This is an optimization exercise on Yosys and OpenROAD, whose aim is small area, not a production implementation.
Function was checked by simulation only, so behaviour that the tests miss may differ from the original.
No activity file was given, so power comes from the tool's default toggle rates.

--- flow/run.sh ---
#!/bin/bash
set -o pipefail
export BUFFER_PORTS_ARGS="-buffer_cell sky130_fd_sc_hd__buf_1"
export CTS_ARGS="-sink_clustering_enable -repair_clock_nets -buf_list sky130_fd_sc_hd__clkbuf_4 -dont_use_dummy_load"
bash standard.sh > standard.log 2>&1
--- standard.sh ---
#!/bin/bash
# synth_recipe.tcl (not shown) runs the flow's synth.tcl, then flattens the netlist and writes it again
# the make line also repeats each setting of config.mk as NAME=value (left out here)
make -C /OpenROAD-flow-scripts/flow DESIGN_CONFIG=/design/flow/config.mk WORK_HOME=/design/flow/orfs CLKGATE_MAP_FILE= SYNTH_SCRIPT=/design/flow/synth_recipe.tcl "${@:-finish}"
--- config.mk ---
export PLATFORM = sky130hd
export DESIGN_NAME = SDReader
export DESIGN_NICKNAME = SDReader
export VERILOG_FILES = /design/flow/design.v
export SDC_FILE = /design/flow/constraint.sdc
export NUM_CORES = 4
export LEC_CHECK = 0
export CAP_MARGIN = 0
export CORE_MARGIN = 2
export CORE_UTILIZATION = 60
export CTS_BUF_LIST = sky130_fd_sc_hd__clkbuf_4
export SLEW_MARGIN = 0
--- constraint.sdc ---
create_clock -name core_clock -period 10.0 [get_ports {clk}]
set_input_delay 2.0000 -clock core_clock [delete_from_list [all_inputs] [get_ports {clk}]]
set_output_delay 2.0000 -clock core_clock [all_outputs]
set_load 0.01 [all_outputs]
--- design.v ---
module SDReader (
input clk,
input rst,
output sclk,
output mosi,
input miso,
output cs,
input [7:0] id,
input note_on,
input note_off,
output reg fifo_wr,
output [15:0] fifo_data,
input fifo_empty,
input fifo_prog,
output reg [2:0] state
);
localparam B_RESET = 2'd0, B_CMD0 = 2'd1, B_CMD1 = 2'd2, B_WAIT = 2'd3;
reg [1:0] bstate;
reg [3:0] bcnt;
reg bstart;
wire c0 = (bcnt == 4'd0);
wire c1 = (bcnt == 4'd1);
wire cmd17 = (bstate == B_WAIT) && c0;     
wire cmd1 = bstate[1] && !cmd17;
assign cs = (bstate == B_RESET);
reg sclk_r;
reg [7:0] dcpt;
wire dz = (dcpt == 8'd0);
wire tog = cmd17 ? dz : (dcpt == 8'hff);
wire sclk_fall = dz && !sclk_r;
assign sclk = sclk_r;
always @(posedge clk) begin
  if (rst) begin
    sclk_r <= 1'b1;
    dcpt <= 8'd0;
  end
  else begin
    if (tog) sclk_r <= ~sclk_r;
    dcpt <= (cmd17 && dz) ? 8'd0 : dcpt + 8'd1;
  end
end
reg [7:0] rsp;
reg rdy, en_q, vsi_q, sclk_q;
reg [1:0] rstate;
reg [11:0] rcpt;
localparam R_IDLE = 2'd0, R_HEADER = 2'd1, R_DATA = 2'd2, R_CRC = 2'd3;
wire dstart_w;
wire en = dstart_w | bstart;
wire rise = !sclk_q && sclk_r;
wire r_idle = (rstate == R_IDLE);
wire [2:0] cpt = rcpt[5:3];
wire cpt6 = rcpt[5] && rcpt[4];             
wire spi_en = en_q && r_idle && !cpt6;
wire vsi = r_idle && cpt6 && !rsp[7] && !rdy;
wire valid_status = !vsi_q && vsi;
wire x7 = (rcpt[2:0] == 3'b111) && (rstate == R_DATA);
wire fall_now = sclk_q && !sclk_r;
wire dvalid = x7 && fall_now;
wire [22:0] blk;
reg [7:0] cbyte;
always @(*) begin
  case (cpt)
    3'd0: cbyte = {2'b01, 1'b0, cmd17, 3'b000, cmd17 | cmd1};
    3'd1: cbyte = cmd17 ? blk[22:15] : 8'h00;
    3'd2: cbyte = cmd17 ? blk[14:7] : 8'h00;
    3'd3: cbyte = cmd17 ? {blk[6:0], 1'b0} : 8'h00;
    3'd4: cbyte = 8'h00;
    default: cbyte = cmd17 ? 8'h00 : 8'h95;
  endcase
end
assign mosi = spi_en ? cbyte[~rcpt[2:0]] : 1'b1;
always @(posedge clk) begin
  if (rise) rsp <= {rsp[6:0], miso};
  vsi_q <= vsi;
  if (rstate[1] || (r_idle && en_q))
    rcpt <= rcpt + {11'd0, rstate[1] ? rise : (sclk_fall && !cpt6)};
  else
    rcpt <= 12'd0;
end
always @(posedge clk) begin
  if (rst) begin
    rdy <= 1'b1;
    en_q <= 1'b0;
    sclk_q <= 1'b1;
    rstate <= R_IDLE;
  end
  else begin
    sclk_q <= sclk_r;
    if (en) rdy <= 1'b0;
    if (!rdy && !sclk_r) en_q <= 1'b1;
    if ((!cmd17 && valid_status) || (cmd17 && rstate == R_CRC && rcpt[4])) begin
      rdy <= 1'b1;
      en_q <= 1'b0;
    end
    if (rise) begin
      case (rstate)
        R_IDLE: if (cmd17 && vsi) rstate <= R_HEADER;
        R_HEADER: if (rsp == 8'hfe) rstate <= R_DATA;
        R_DATA: if (&rcpt) rstate <= R_CRC;
        R_CRC: if (rcpt[4:0] == 5'b10000) rstate <= R_IDLE;
      endcase
    end
  end
end
always @(posedge clk) begin
  if (rst) begin
    bstate <= B_RESET;
    bcnt <= 4'd0;
    bstart <= 1'b0;
  end
  else begin
    bstart <= 1'b0;
    if (bstate == B_RESET)
      bcnt <= bcnt + {3'b000, sclk_fall && !(&bcnt)};
    else if (valid_status)
      bcnt <= (|rsp[6:1]) ? 4'hf : {3'b000, rsp[0]};
    case (bstate)
      B_RESET:
        if (&bcnt) begin
          bstate <= B_CMD0;
          bstart <= 1'b1;
        end
      B_CMD0:
        if (rdy && c1) begin
          bstart <= 1'b1;
          bstate <= B_CMD1;
        end
      B_CMD1:
        if (rdy && (c0 || c1)) bstate <= B_WAIT;
      B_WAIT:
        if (rdy && c1) begin
          bstart <= 1'b1;
          bstate <= B_CMD1;
        end
    endcase
  end
end
localparam S_IDLE = 3'b000, S_BOOT = 3'b001, S_FIRST = 3'b100, S_FETCH = 3'b010,
           S_WAIT = 3'b011;
reg dstart;
reg [22:0] block_cnt;
reg block_part;
reg [31:0] nb_data;
reg done;              
reg [5:0] ent;         
reg ent_ok;            
reg [7:0] addr;
reg [7:0] lo;
reg sel;               
reg al;                
assign dstart_w = dstart;
assign blk = block_cnt;
assign fifo_data = {rsp, lo};
wire [32:0] nb_bor;
assign nb_bor[0] = 1'b1;
genvar gi;
generate for (gi = 0; gi < 32; gi = gi + 1) begin : g_bor
  assign nb_bor[gi+1] = nb_bor[gi] & !nb_data[gi];
end endgenerate
wire [31:0] nb_dec = nb_data ^ nb_bor[31:0];
reg nb_none;
wire finish = nb_none || nb_bor[32] || note_off;
wire st_idle = (state == S_IDLE);
wire st_boot = (state == S_BOOT);
wire st_first = (state == S_FIRST);
wire st_fetch = (state == S_FETCH);
wire st_wait = (state == S_WAIT);
wire [8:0] bc = rcpt[11:3];                     
wire end1ff = (bc == 9'h1ff);
wire ready2 = rdy && al;
wire in_ent = ent_ok && (rcpt[11:6] == ent);
wire state_end = (st_boot && ((dvalid && in_ent && rcpt[5:3] == 3'd7) ||
                              (done && ent_ok && ent == 6'd63))) ||
                 (st_first && dvalid && end1ff) ||
                 (st_fetch && x7 && rise && rcpt[11:4] == {block_part, 7'h7f} && !rcpt[3]) ||
                 finish;
wire bottom_ok = st_first ? ({block_part, addr} <= bc) : (!block_part || bc[8]);
wire go = st_idle && note_on && ready2;                  
wire b2f = st_boot && fifo_empty && sel && ready2;       
wire w2f = st_wait && !finish && fifo_prog && ready2;    
wire fe_end = st_fetch && sel;                           
wire cnt_b = st_boot && !b2f && dvalid;
wire cnt_f = st_first && !finish && !(ready2 && sel) && dvalid;
wire cnt_e = st_fetch && !sel && dvalid;
wire wr_en = (cnt_f || cnt_e) && bottom_ok;
wire cap = cnt_b && in_ent;
wire blk_ci = (cnt_f && end1ff) || (fe_end && !finish && block_part);
always @(posedge clk) begin
  if (rst) begin
    fifo_wr <= 1'b0;
    dstart <= 1'b0;
    state <= S_IDLE;
  end
  else begin
    fifo_wr <= wr_en && bc[0];
    dstart <= go || b2f || w2f;
    case (state)
      S_IDLE: if (go) state <= S_BOOT;
      S_BOOT: if (b2f) state <= S_FIRST;
      S_FIRST:
        if (finish) state <= S_IDLE;
        else if (ready2 && sel) state <= S_WAIT;
      S_FETCH:
        if (sel) state <= finish ? S_IDLE : S_WAIT;
      S_WAIT:
        if (finish) state <= S_IDLE;
        else if (w2f) state <= S_FETCH;
      default: ;
    endcase
  end
end
wire [7:0] id1 = id + 8'd1;
always @(posedge clk) begin
  if (go || b2f || w2f) done <= 1'b0;
  else if (rise && rstate == R_DATA && &rcpt) done <= 1'b1;
  if (go) begin
    ent <= id1[5:0];
    ent_ok <= (id1[7:6] == 2'b00);
  end
end
always @(posedge clk) begin
  if (rst) nb_none <= 1'b1;
  else if (cap && rcpt[5:3] == 3'd7) nb_none <= 1'b0;
  if (cap)
    case (rcpt[5:3])
      3'd0: addr <= rsp;
      3'd1: block_part <= rsp[0];
      3'd4: nb_data[7:0] <= rsp;
      3'd5: nb_data[15:8] <= rsp;
      3'd6: nb_data[23:16] <= rsp;
      3'd7: nb_data[31:24] <= rsp;
      default: ;
    endcase
  if (wr_en) nb_data <= nb_dec;
  if (fe_end && !finish) block_part <= ~block_part;
end
always @(posedge clk) begin
  if (go) block_cnt <= 23'd0;
  else if (cap && rcpt[5:3] == 3'd1) block_cnt[6:0] <= rsp[7:1];
  else if (cap && rcpt[5:3] == 3'd2) block_cnt[14:7] <= rsp;
  else if (cap && rcpt[5:3] == 3'd3) block_cnt[22:15] <= rsp;
  else if (blk_ci) block_cnt <= block_cnt + 23'd1;
end
always @(posedge clk) begin
  if (wr_en && !bc[0]) lo <= rsp;
end
always @(posedge clk) begin
  if (rst) al <= 1'b0;
  else al <= rdy;
  if ((st_boot || st_first || st_fetch) && state_end) sel <= 1'b1;
  else if (al) sel <= 1'b0;
end
endmodule
==> out/metrics.csv, run 1 <==
metric,value,unit
hold_buffers,0,
timing.final.ws_setup,1310,ps
drtIter0Drc,427,
cp_top_family,adder cells,
grt_pass1_vias,5279,
p_leak,2.77,nW
dp_cells,882,
rows,39,
wire_per_inst,18.2,µm
synth_edf_count,64,
io-pin-count,38,
critPathSlowestCell,and3_1,
dieWidth,112,µm
setup_viol,0,
grt_max_degree,32,
clk_pin_slew,90,ps
dr.pass1.iters,5,
place_ws,1380,ps
num-nets-final,826,
drive_gt1_share,4.63,%
cap_violations,0,
ys_ff_latch,130,
ys.flop_type,dfxtp_1,
netlist_area,0.00696,mm²
r2r-end,nb_data[12],
initial_utilization,61.2,%
tightest_slew,1050,ps
holdCritPathClass,reg2reg,
layout_common_cells,"dfxtp_1, edfxtp_1, nor2_1, inv_1, nand2_1",
cts_resized,0,
ff2ff_setup_slack,1310,ps
syn_nets,796,
area_delta_synth_final,5.14,%
p_per_area,121,mW/mm²
cts_max_level,4,
cp_common_cell,ha_1,
diodes,0,
finClkSkew,29.4,ps
via_count,5431,
drcViolationCount,0,
status,finished clean,
total_power,882,µW
synthCells,728,
die_area,0.0125,mm²
cts_tree,done,
viasPerCell,6.04,
numCtsBuffers,17,
yosysSeqAreaShare,46.6,%
hold_viol,0,
critical_path.endpoint_type,register,
die_y,112,µm
wirelength,16400,µm
finalSetupTns,0,ps
slew-limit-headroom,30.2,%
min_from,done,
min_to,done,
startpoint,nb_data[0],
clock-sinks,130,
ant_nets,0,
layout_commonest_cell,dfxtp_1,
startpoint_type,register,
critical_path_arrival,9050,ps
worst-path-max-fanout,31,
clock_latency,540,ps
place_congestion,0.846,
finalNonFillerCells,899,
grt_antenna_before_repair,0,
max_freq,0.115,GHz
max-vdd-ir-drop,0.0832,mV
critical_path_class,reg2reg,
async_reset_ff_share,0,%
dp_hpwl,11800,µm
cts_setup_buffers,0,
overflow,0,
path_buf_inv,1,
coreArea,0.0114,mm²
syn_area_per_cell,9.56,µm²
synth_cell_types,67,
grt_pass1_wl,26700,µm
crit-reg2reg-launch,nb_data[0],
yosysWarnings,1,
rsz0062_at_grt,false,
r2r_cells,38,
holdPathStages,1,
finalCriticalPeriod,8690,ps
slew_viol_final,0,
grt_use_total,27.2,%
min_period_over_period,86.9,%
port-buffer-count,37,
clock_path_buffers,2,
cts_root_buf,clkbuf_4,
cpPeakStageDelay,880,ps
required,10360,ps
-- metal layers --
metal	routed length (µm)	GRT usage, %	vias up
li1	-	-	2660
met4	442	11.8	0
met5	0	0	-
met1	7290	36.6	2540
met2	7560	42.8	193
met3	1120	5.82	38
-- sequential cells by signal (all words and copies together), names as in the netlist, 2 cells and up --
name       cells
addr           8
rcpt          12
lo             8
dcpt           8
nb_data       32
rsp            8
rstate         2
ent            6
bcnt           4
state          3
block_cnt     23
bstate         2
-- layout make-up --
cell class / instances / area (µm²)
fill: 961 / 4050
multi-input combinational: 509 / 3370
sequential: 130 / 3240
inverter: 57 / 214
timing repair buffer: 43 / 184
tap: 143 / 179
clock buffer: 17 / 128
-- power breakdown --
part	leakage, nW	switching, mW	internal [mW]	total [mW]
Sequential	1.11	0.0128	0.565	0.578
Combinational	1.58	0.0386	0.0252	0.0638
Clock	0.0782	0.163	0.0776	0.241
-- through the flow --
stage          hold slack (ps)  cell area [µm²]  util, %
3_3_place_gp               449             7190     63.2
2_1_floorplan              430             6960        -
6_report                   479             7320     64.4
3_5_place_dp               459             7190     63.2
4_1_cts                    481             7320     64.4
5_1_grt                    506             7320     64.4
-- worst max-delay path by stage --
| stage | end | slack (ps) | cells past startpoint |
|---|---|---|---|
| final | nb_data[12] | 1310 | 38 |
| after global placement | nb_data[28] | 1650 | 38 |
| after global routing | nb_data[9] | 780 | 38 |
| after detailed placement | nb_data[12] | 1380 | 38 |
| after floorplan | lo[0] | 2340 | 38 |
| after CTS | nb_data[12] | 1330 | 38 |
-- cells by family after synthesis --
kind of cell / after synthesis / share of synthesized area, %
and+or+nand+nor: 253 / 18.7
AOI/OAI and AO/OA: 146 / 12.8
DFF: 130 / 46.6
buffers and inverters: 89 / 4.98
adders and majority gates: 53 / 9.53
xor gates and xnor gates: 50 / 6.29
muxes: 7 / 1.06
-- cells in the mapped netlist, drive strengths merged, types with 3 or more instances --
master | instances | area (µm²)
xnor2 | 25 | 219
nor2 | 59 | 221
dfxtp | 66 | 1320
o21a | 5 | 37.5
or3 | 7 | 48.8
nand2 | 57 | 214
nand3 | 31 | 155
o21ai | 47 | 235
a21o | 3 | 22.5
nand3b | 3 | 22.5
clkbuf | 24 | 90.1
edfxtp | 64 | 1920
inv | 57 | 214
o211ai | 4 | 30.0
nor2b | 11 | 68.8
a211o | 4 | 35.0
mux2i | 4 | 40.0
nand4 | 20 | 125
nor3 | 16 | 85.1
xor2 | 25 | 219
mux2 | 3 | 33.8
nor4 | 11 | 81.3
nand2b | 4 | 25.0
a31oi | 5 | 31.3
buf | 8 | 42.5
or2 | 4 | 25.0
and3 | 8 | 50.1
nor3b | 5 | 37.5
ha | 53 | 663
a211oi | 3 | 22.5
o31ai | 5 | 42.5
a221oi | 3 | 26.3
and2 | 3 | 18.8
a21oi | 48 | 240
and4 | 4 | 35.0
==> inputs of run 2 (changes only) <==
--- a/config.mk
+++ b/config.mk
@@ -11,2 +11,4 @@
 export CTS_BUF_LIST = sky130_fd_sc_hd__clkbuf_4
+export GPL_ROUTABILITY_DRIVEN = 0
+export GPL_TIMING_DRIVEN = 0
 export SLEW_MARGIN = 0
==> run 2 against run 1 <==
Largest power group unchanged. Critical endpoint is now lo[1]. Clock skew up 1.6 ps. Fmax is 1.1% lower. Largest cell class unchanged. Still clean. Setup slack worse by 93 ps.
==> out/metrics.csv, run 2 <==
metric,value,unit,change
viasPerCell,6.05,,about the same
cap_violations,0,,unchanged
critPathSlowestCell,nor2_1,,
synthTopCellsByArea,"edfxtp_1, dfxtp_1, ha_1, a21oi_1, nor2_1",,
crit-reg2reg-launch,nb_data[0],,
cts_max_level,4,,unchanged
multi_input_area,0.00337,mm²,unchanged
num-nets-final,853,,+3.3%
status,finished clean,,
syn_nets,796,,unchanged
overflow,0,,unchanged
synth_cell_types,67,,unchanged
numCtsBuffers,17,,unchanged
drive_gt1_share,4.47,%,-0.16 points
timing.final.ws_setup,1220,ps,-92.6 ps
rsz0062_at_grt,false,,
cts_root_buf,clkbuf_4,,
via_count,5599,,+3.1%
io-pin-count,38,,unchanged
r2r_cells,38,,unchanged
holdCritPathClass,reg2reg,,
port-buffer-count,37,,unchanged
ys_ff_latch,130,,unchanged
hold_viol,0,,unchanged
cts_tree,done,,
hold_buffers,0,,unchanged
finalCriticalPeriod,8780,ps,+92.6 ps
cpPeakStageDelay,680,ps,-200 ps
p_per_area,119,mW/mm²,-1.3%
dr.pass1.iters,5,,unchanged
cp_common_cell,ha_1,,
r2r-end,lo[1],,
tightest_slew,1350,ps,+308 ps
synth_edf_count,64,,unchanged
drtIter0Drc,356,,-17%
ys.flop_type,dfxtp_1,,
globalRouteMet1Util,37.7,%,+1.0 points
largest_register,nb_data,,
cts_setup_buffers,0,,unchanged
startpoint,nb_data[0],,
dieWidth,112,µm,unchanged
fill_cells,959,,-0.21%
clock_path_buffers,2,,unchanged
layout_commonest_cell,dfxtp_1,,
initial_utilization,61.2,%,unchanged
largest_register_ff_count,32,,unchanged
max_freq,0.114,GHz,-1.1%
ant_nets,0,,unchanged
grt_use_total,28.3,%,+1.1 points
slew-limit-headroom,8.99,%,-21 points
grt_pass1_wl,27800,µm,+4.3%
setup_viol,0,,unchanged
p_leak,2.80,nW,+1.1%
yosysWarnings,1,,unchanged
clock-sinks,130,,unchanged
max-vdd-ir-drop,0.0863,mV,+3.7%
post-synth-top-count-cell,dfxtp_1,,
drcViolationCount,0,,unchanged
netlist_area,0.00696,mm²,unchanged
coreArea,0.0114,mm²,unchanged
yosysTopAreaCell,edfxtp_1,,
grt_max_degree,17,,-47%
crit_end,lo[1],,
wirelength,16900,µm,+2.8%
startpoint_type,register,,
ff2ff_setup_slack,1220,ps,-90 ps
critical_path_arrival,8950,ps,-100 ps
synthCells,728,,unchanged
area_delta_synth_final,6.47,%,
regArea,0.00324,mm²,unchanged
netlist.area_leader.share,27.6,%,unchanged
finalSetupTns,0,ps,unchanged
use_met2,46.9,%,+4.0 points
slew_viol_final,0,,unchanged
min_period_over_period,87.8,%,+0.93 points
die_area,0.0125,mm²,unchanged
grt_antenna_before_repair,0,,unchanged
async_reset_ff_share,0,%,unchanged
clock_latency,550,ps,about the same
diodes,0,,unchanged
grt_pass1_vias,5485,,+3.9%
top_regs,"nb_data: 32 flops, block_cnt: 23 flops, rcpt: 12 flops",,
dp_hpwl,12300,µm,+5.0%
place_ws,1240,ps,-136 ps
critical_path.endpoint_type,register,,
worst-path-max-fanout,8,,-74%
required,10170,ps,-190 ps
fin_hold_ws,478,ps,-1.47 ps
synthTopCellsByCount,"dfxtp_1, edfxtp_1, nor2_1, inv_1, nand2_1",,
gr-usage-met3,4.74,%,-1.1 points
cts_resized,0,,unchanged
finClkSkew,30.9,ps,+1.59 ps
wire_per_inst,18.2,µm,-0.22%
die_y,112,µm,unchanged
rows,39,,unchanged
top_usage_layer,met2,,
yosysSeqAreaShare,46.6,%,unchanged
syn_area_per_cell,9.56,µm²,unchanged
critical_path_class,reg2reg,,
layout_common_cells,"dfxtp_1, edfxtp_1, nor2_1, inv_1, nand2_1",,
clk_pin_slew,110,ps,+20 ps
-- run 2: changes by cell type in the layout (fill, tap and decap cells not counted), sizes merged --
cell / previous run / this run
clkbuf: 17 / 41
buf: 43 / 46
-- run 2: logic make-up after synthesis --
| family | Yosys count | synth area share (%) |
|---|---|---|
| AO/OA/AOI/OAI | 146 | 12.8 |
| XOR/XNOR | 50 | 6.29 |
| adder cells (fa/ha/maj) | 53 | 9.53 |
| buffers and inverters | 89 | 4.98 |
| flip-flops | 130 | 46.6 |
| multiplexers | 7 | 1.06 |
| AND/OR/NAND/NOR | 253 | 18.7 |
-- run 2: through the flow --
| step | total power, mW | cell area, µm² | utilization, % | cells |
|---|---|---|---|---|
| 2_1_floorplan | 0.634 | 6960 | - | 728 |
| 3_3_place_gp | 0.652 | 7280 | 64.0 | 908 |
| 3_5_place_dp | 0.655 | 7280 | 64.0 | 909 |
| 4_1_cts | 0.886 | 7410 | 65.2 | 926 |
| 5_1_grt | 0.917 | 7410 | 65.2 | 926 |
| 6_report | 0.882 | 7410 | 65.2 | 926 |
-- run 2: layout make-up --
type                    instances  area share (%)
plain buffers                  32            1.79
clock buffers                  17            1.72
inverters                      57            2.89
multi-input cells             509            45.5
flip-flops and latches        130            43.8
well taps                     143            2.41
repair buffers                 38            1.94
-- run 2: how the worst min path moves through the flow --
stage | depth (start not counted) | end | from
global placement | 1 | dcpt[0] | dcpt[0]
finish | 1 | dcpt[0] | dcpt[0]
floorplan | 1 | dcpt[0] | dcpt[0]
global route | 1 | nb_none | nb_none
CTS | 1 | dcpt[0] | dcpt[0]
detailed placement | 1 | dcpt[0] | dcpt[0]
-- run 2: critical path, delay by kind of cell, from the launching register on --
family / cells / cell delay (ps)
buffers and inverters: 2 / 240
flip-flops: 1 / 380
AO/OA/AOI/OAI: 1 / 280
AND/OR/NAND/NOR: 4 / 1670
adder cells (fa/ha/maj): 31 / 5820
-- run 2: metal layers --
metal / wire, µm / share of wire [%]
met4: 415 / 2.5
met3: 1160 / 6.9
met5: 0 / 0
met2: 8020 / 48
met1: 7260 / 43
-- run 2: report_power, final --
part	leakage [nW]	internal (mW)	total, mW	switching, mW
clock network	0.0782	0.0774	0.238	0.160
logic	1.61	0.0264	0.0709	0.0445
registers	1.11	0.565	0.573	0.00812
total	2.80	0.669	0.882	0.213
==> inputs of run 3 (changes only) <==
--- a/config.mk
+++ b/config.mk
@@ -7,3 +7,3 @@
 export LEC_CHECK = 0
-export CAP_MARGIN = 0
+export CAP_MARGIN = 20
 export CORE_MARGIN = 2
@@ -11,4 +11,2 @@
 export CTS_BUF_LIST = sky130_fd_sc_hd__clkbuf_4
-export GPL_ROUTABILITY_DRIVEN = 0
-export GPL_TIMING_DRIVEN = 0
-export SLEW_MARGIN = 0
+export SLEW_MARGIN = 20
==> run 3 against run 2 <==
Via count shrank 3.0%. Register-to-register slack better by 90 ps. Largest cell class unchanged. Combinational power is about 10% lower. Die area is the same. First-iteration DRC count grew 20%. Synthesized area unchanged. Power barely moved. Still clean.
==> out/metrics.csv, run 3 <==
metric,value,unit,change
rsz0062_at_grt,false,,
hold_viol,0,,unchanged
layout_common_cells,"dfxtp_1, edfxtp_1, nor2_1, inv_1, nand2_1",,
viasPerCell,6.04,,about the same
critical_path.endpoint_type,register,,
seqPwrFrac,65.5,%,+0.5 points
final_area,0.00732,mm²,-1.2%
power.share.combinational,7.2,%,-0.8 points
overflow,0,,unchanged
largest_register_ff_count,32,,unchanged
synthCells,728,,unchanged
drive_gt1_share,4.63,%,+0.16 points
finalNonFillerCells,899,,-2.9%
initial_utilization,61.2,%,unchanged
cts_resized,0,,unchanged
largest_register,nb_data,,
drtIter0Drc,427,,+20%
cpPeakStageDelay,880,ps,+200 ps
dr.pass1.iters,5,,unchanged
grt_max_degree,32,,+15
grt_pass1_wl,26700,µm,-4.1%
ant_nets,0,,unchanged
num-nets-final,826,,-3.2%
die_area,0.0125,mm²,unchanged
synthTopCellsByArea,"edfxtp_1, dfxtp_1, ha_1, a21oi_1, nor2_1",,
max_freq,0.115,GHz,+1.1%
p_leak,2.77,nW,-1.1%
syn_nets,796,,unchanged
yosysWarnings,1,,unchanged
syn_area_per_cell,9.56,µm²,unchanged
tightest_slew,1050,ps,-308 ps
p_sw_share,24.3,%,+0.14 points
slew-limit-headroom,30.2,%,+21 points
power_switching,214,µW,+0.60%
grt_pass1_vias,5279,,-3.8%
clk_pin_slew,90,ps,-20 ps
async_reset_ff_share,0,%,unchanged
worst-path-max-fanout,31,,+23
finalCriticalPeriod,8690,ps,-92.6 ps
synth_edf_count,64,,unchanged
port-buffer-count,37,,unchanged
min_period_over_period,86.9,%,-0.93 points
max-vdd-ir-drop,0.0832,mV,-3.6%
status,finished clean,,
cp_common_cell,ha_1,,
rows,39,,unchanged
via_count,5431,,-3.0%
hold_buffers,0,,unchanged
critical_path_arrival,9050,ps,+100 ps
dieWidth,112,µm,unchanged
finClkSkew,29.4,ps,-1.59 ps
wire_per_inst,18.2,µm,+0.22%
dp_cells,882,,-3.0%
postPlaceCellArea,0.00719,mm²,-1.3%
io-pin-count,38,,unchanged
yosysTopAreaCell,edfxtp_1,,
cts_max_level,4,,unchanged
place_congestion,0.846,,
drcViolationCount,0,,unchanged
grt_use_total,27.2,%,-1.1 points
dp_hpwl,11800,µm,-4.7%
numCtsBuffers,17,,unchanged
diodes,0,,unchanged
yosysSeqAreaShare,46.6,%,unchanged
critPathSlowestCell,and3_1,,
netlist.area_leader.share,27.6,%,unchanged
slew_viol_final,0,,unchanged
power.internal,668,µW,-0.15%
cts_root_buf,clkbuf_4,,
ys_ff_latch,130,,unchanged
netlist_area,0.00696,mm²,unchanged
critical_path_class,reg2reg,,
synthTopCellsByCount,"dfxtp_1, edfxtp_1, nor2_1, inv_1, nand2_1",,
layout_commonest_cell,dfxtp_1,,
synth_cell_types,67,,unchanged
ys.flop_type,dfxtp_1,,
die_y,112,µm,unchanged
cts_tree,done,,
holdCritPathClass,reg2reg,,
finalSetupTns,0,ps,unchanged
startpoint_type,register,,
clock_path_buffers,2,,unchanged
post-synth-top-count-cell,dfxtp_1,,
clock_latency,540,ps,about the same
grt_antenna_before_repair,0,,unchanged
wirelength,16400,µm,-2.7%
setup_viol,0,,unchanged
cap_violations,0,,unchanged
clock-sinks,130,,unchanged
top_regs,"nb_data: 32 flops, block_cnt: 23 flops, rcpt: 12 flops",,
cts_setup_buffers,0,,unchanged
coreArea,0.0114,mm²,unchanged
required,10360,ps,+190 ps
power_frac_clock,27.3,%,+0.3 points
area_delta_synth_final,5.14,%,
p_per_area,121,mW/mm²,+1.3%
[run 3: final cells by class]
type	count	area [µm²]
clock buffer	17	128
fill	961	4050
inverter	57	214
multi-input combinational	509	3370
sequential	130	3240
tap	143	179
timing repair buffer	43	184
[run 3: cell families (layout without fill, tap and decap cells)]
| logic type | count (synthesis) | in the layout | share of synthesized area (%) |
|---|---|---|---|
| simple gates | 253 | 253 | 18.7 |
| compound gates | 146 | 146 | 12.8 |
| flops | 130 | 130 | 46.6 |
| buf+inv | 89 | 117 | 4.98 |
| fa+ha+maj | 53 | 53 | 9.53 |
| xor+xnor | 50 | 50 | 6.29 |
| mux | 7 | 7 | 1.06 |
[run 3: worst max-delay path: cells and delay by family, from the launching register on]
family | cells | cell delay, ps
flip-flops | 1 | 360
adder cells (fa/ha/maj) | 31 | 5730
AND/OR/NAND/NOR | 4 | 2000
AO/OA/AOI/OAI | 2 | 400
buffers and inverters | 1 | 50
[run 3: power by group through the flow]
stage               clock (mW)  combinational [mW]  sequential [mW]
finish                   0.241              0.0638            0.578
global route             0.268              0.0723            0.580
CTS                      0.247              0.0633            0.578
detailed placement           0              0.0630            0.590
global placement             0              0.0611            0.590
floorplan                    0              0.0503            0.584
[run 3: path summary, 6_finish.rpt]
check	slack, ps	endpoint	from	cells after the start
min reg2reg	480	done	done	1
min	480	done	done	1
max reg2reg	1310	nb_data[12]	nb_data[0]	38
max	1310	nb_data[12]	nb_data[0]	38
[run 3: metrics by stage]
step	setup slack (ps)	hold slack, ps	util (%)	total power [mW]
3_5_place_dp	1380	459	63.2	0.653
4_1_cts	1330	481	64.4	0.888
5_1_grt	777	506	64.4	0.921
6_report	1310	479	64.4	0.882
2_1_floorplan	2340	430	-	0.634
3_3_place_gp	1650	449	63.2	0.651
[run 3: routing by layer]
layer,share of wire [%],vias up,routed length (µm),GRT usage [%]
met4,2.7,0,442,11.8
met2,46,193,7560,42.8
met5,0,-,0,0
met3,6.8,38,1120,5.82
met1,44,2540,7290,36.6
li1,-,2660,-,-
==> inputs of run 4 (changes only) <==
--- a/config.mk
+++ b/config.mk
@@ -9,3 +9,3 @@
 export CORE_MARGIN = 2
-export CORE_UTILIZATION = 60
+export CORE_UTILIZATION = 75
 export CTS_BUF_LIST = sky130_fd_sc_hd__clkbuf_4
==> run 4 against run 3 <==
Sequential share of layout area grew 0.34 points. Clock skew rose by 24 ps. Highest routed layer unchanged. First-iteration DRC count is 3.5% lower. Still clean on timing, DRC and antenna. Largest power group unchanged. Sequential power about the same. Synthesized area unchanged.
==> out/metrics.csv, run 4 <==
metric,value,unit,change
p_sw_share,24.0,%,-0.30 points
area_delta_synth_final,4.35,%,
ys_ff_latch,130,,unchanged
numCtsBuffers,17,,unchanged
fin_hold_ws,473,ps,-5.77 ps
synthTopCellsByCount,"dfxtp_1, edfxtp_1, nor2_1, inv_1, nand2_1",,
grt_pass1_vias,5106,,-3.3%
via_count,5525,,+1.7%
port-buffer-count,37,,unchanged
ys.flop_type,dfxtp_1,,
grt_max_degree,32,,unchanged
largest_register_ff_count,32,,unchanged
finalNonFillerCells,865,,-3.8%
num-nets-final,824,,-0.24%
cpPeakStageDelay,850,ps,-30 ps
overflow,0,,unchanged
tightest_slew,1130,ps,+84.9 ps
cts_root_buf,clkbuf_4,,
coreArea,0.00911,mm²,-20%
netlist.area_leader.share,27.6,%,unchanged
syn_area_per_cell,9.56,µm²,unchanged
rows,35,,-10%
initial_utilization,76.4,%,+15 points
wire_per_inst,18.1,µm,-0.81%
final_area,0.00726,mm²,-0.75%
clock_latency,520,ps,-20 ps
power.share.combinational,7.1,%,about the same
dieWidth,100,µm,-10%
layout_commonest_cell,dfxtp_1,,
critical_path_class,reg2reg,,
required,10350,ps,about the same
cp_common_cell,ha_1,,
cap_violations,0,,unchanged
io-pin-count,38,,unchanged
dp_cells,848,,-3.9%
clock-sinks,130,,unchanged
drcViolationCount,0,,unchanged
cts_tree,done,,
power_switching,211,µW,-1.6%
synth_cell_types,67,,unchanged
viasPerCell,6.39,,+5.7%
dp_hpwl,11300,µm,-4.0%
top_regs,"nb_data: 32 flops, block_cnt: 23 flops, rcpt: 12 flops",,
worst-path-max-fanout,31,,unchanged
p_per_area,121,mW/mm²,+0.39%
postPlaceCellArea,0.00713,mm²,-0.77%
grt_pass1_wl,24800,µm,-7.3%
ant_nets,0,,unchanged
power_frac_clock,27.0,%,-0.3 points
hold_viol,0,,unchanged
total_power,879,µW,-0.36%
p_leak,2.76,nW,-0.37%
startpoint_type,register,,
holdCritPathClass,reg2reg,,
power.internal,668,µW,about the same
cts_resized,0,,unchanged
utilization,79.7,%,+15 points
timing.final.ws_setup,1270,ps,-38.0 ps
drive_gt1_share,4.38,%,-0.25 points
max-vdd-ir-drop,0.109,mV,+31%
critPathSlowestCell,and3_1,,
yosysSeqAreaShare,46.6,%,unchanged
largest_register,nb_data,,
place_congestion,0.929,,+9.8%
dr.pass1.iters,5,,unchanged
netlist_area,0.00696,mm²,unchanged
cts_max_level,4,,unchanged
grt_use_total,31.9,%,+4.6 points
synth_edf_count,64,,unchanged
grt_antenna_before_repair,0,,unchanged
post-synth-top-count-cell,dfxtp_1,,
yosysWarnings,1,,unchanged
finalCriticalPeriod,8730,ps,+38.0 ps
drtIter0Drc,412,,-3.5%
layout_common_cells,"dfxtp_1, edfxtp_1, nor2_1, inv_1, nand2_1",,
wirelength,15700,µm,-4.6%
clock_path_buffers,2,,unchanged
slew-limit-headroom,24.1,%,-6.1 points
finalSetupTns,0,ps,unchanged
seqPwrFrac,65.9,%,+0.4 points
die_area,0.0101,mm²,-19%
finClkSkew,52.9,ps,+23.5 ps
rsz0062_at_grt,false,,
setup_viol,0,,unchanged
hold_buffers,0,,unchanged
critical_path.endpoint_type,register,,
clk_pin_slew,120,ps,+30 ps
slew_viol_final,0,,unchanged
cts_setup_buffers,0,,unchanged
max_freq,0.115,GHz,-0.44%
yosysTopAreaCell,edfxtp_1,,
async_reset_ff_share,0,%,unchanged
die_y,100,µm,-10%
diodes,0,,unchanged
synthCells,728,,unchanged
status,finished clean,,
syn_nets,796,,unchanged
min_period_over_period,87.3,%,+0.38 points
place_ws,1380,ps,-1.42 ps
synthTopCellsByArea,"edfxtp_1, dfxtp_1, ha_1, a21oi_1, nor2_1",,
critical_path_arrival,9080,ps,+30 ps
## run 4: final timing paths
check,from,endpoint,slack [ps],cells after the start
setup / recovery,nb_data[0],nb_data[19],1270,38
hold / removal,dcpt[0],dcpt[0],470,1
setup reg to reg,nb_data[0],nb_data[19],1270,38
hold reg to reg,dcpt[0],dcpt[0],470,1
## run 4: cell families after synthesis
logic type               Yosys count  synth area share (%)
AND/OR/NAND/NOR                  253                  18.7
XOR/XNOR                          50                  6.29
AO/OA/AOI/OAI                    146                  12.8
buffers and inverters             89                  4.98
flip-flops                       130                  46.6
adder cells (fa/ha/maj)           53                  9.53
multiplexers                       7                  1.06
## run 4: layout make-up
cell class | instances | area (µm²)
inverter | 57 | 214
sequential | 130 | 3240
clock buffer | 17 | 128
tap | 111 | 139
timing repair buffer | 41 | 169
fill | 623 | 1850
multi-input combinational | 509 | 3370
## run 4: metal layers
| layer | vias to the layer above | global-route usage, % | wire (µm) |
|---|---|---|---|
| li1 | 2648 | - | - |
| met1 | 2599 | 42.3 | 6470 |
| met2 | 242 | 52.6 | 7570 |
| met3 | 36 | 5.57 | 1260 |
| met4 | 0 | 11.9 | 365 |
| met5 | - | 0 | 0 |
## run 4: power by group through the flow
stage / Clock (mW) / Combinational [mW] / Sequential, mW
floorplan: 0 / 0.0503 / 0.584
global placement: 0 / 0.0599 / 0.590
detailed placement: 0 / 0.0614 / 0.591
CTS: 0.238 / 0.0618 / 0.578
global route: 0.255 / 0.0700 / 0.580
finish: 0.237 / 0.0626 / 0.579
## run 4: worst max-delay path, delay by kind of cell (launching register included)
kind,cells,cell delay [ps]
adders and majority gates,31,5780
and+or+nand+nor,4,1960
AOI/OAI and AO/OA,2,430
DFF,1,370
buffers and inverters,1,50

-- re-timing with driven ports --
The results above use ideal ports. As a check the final layouts listed here were re-extracted and re-timed, cells and wires unchanged. Step 1 (the two cells are an assumption about what drives the block):
set clk [get_ports {clk}]
set_driving_cell -lib_cell sky130_fd_sc_hd__clkbuf_16 $clk
set_driving_cell -lib_cell sky130_fd_sc_hd__buf_2 [delete_from_list [all_inputs] $clk]
Step 2 times the ports against the registers' clock, not the clock port: input delays grow and output delays shrink by t, the midpoint of the rising clock arrivals with the driver on. a / b / c = no drivers / after step 1 / after step 2; a / b = the first two.
run	t, ns	slack for setup (ns)	latest minus earliest clock arrival (ns)	worst slew at a driven data input, ns	cell pins on the clock port's net
run 1	0.557	1.311 / 1.311 / 1.311	0.030 / 0.029	0.04	1
run 2	0.565	1.218 / 1.218 / 1.218	0.031 / 0.031	0.03	1
run 3	0.557	1.311 / 1.311 / 1.311	0.030 / 0.029	0.04	1
run 4	0.530	1.273 / 1.273 / 1.273	0.053 / 0.053	0.03	1
After both steps setup and hold are still met in every run listed.
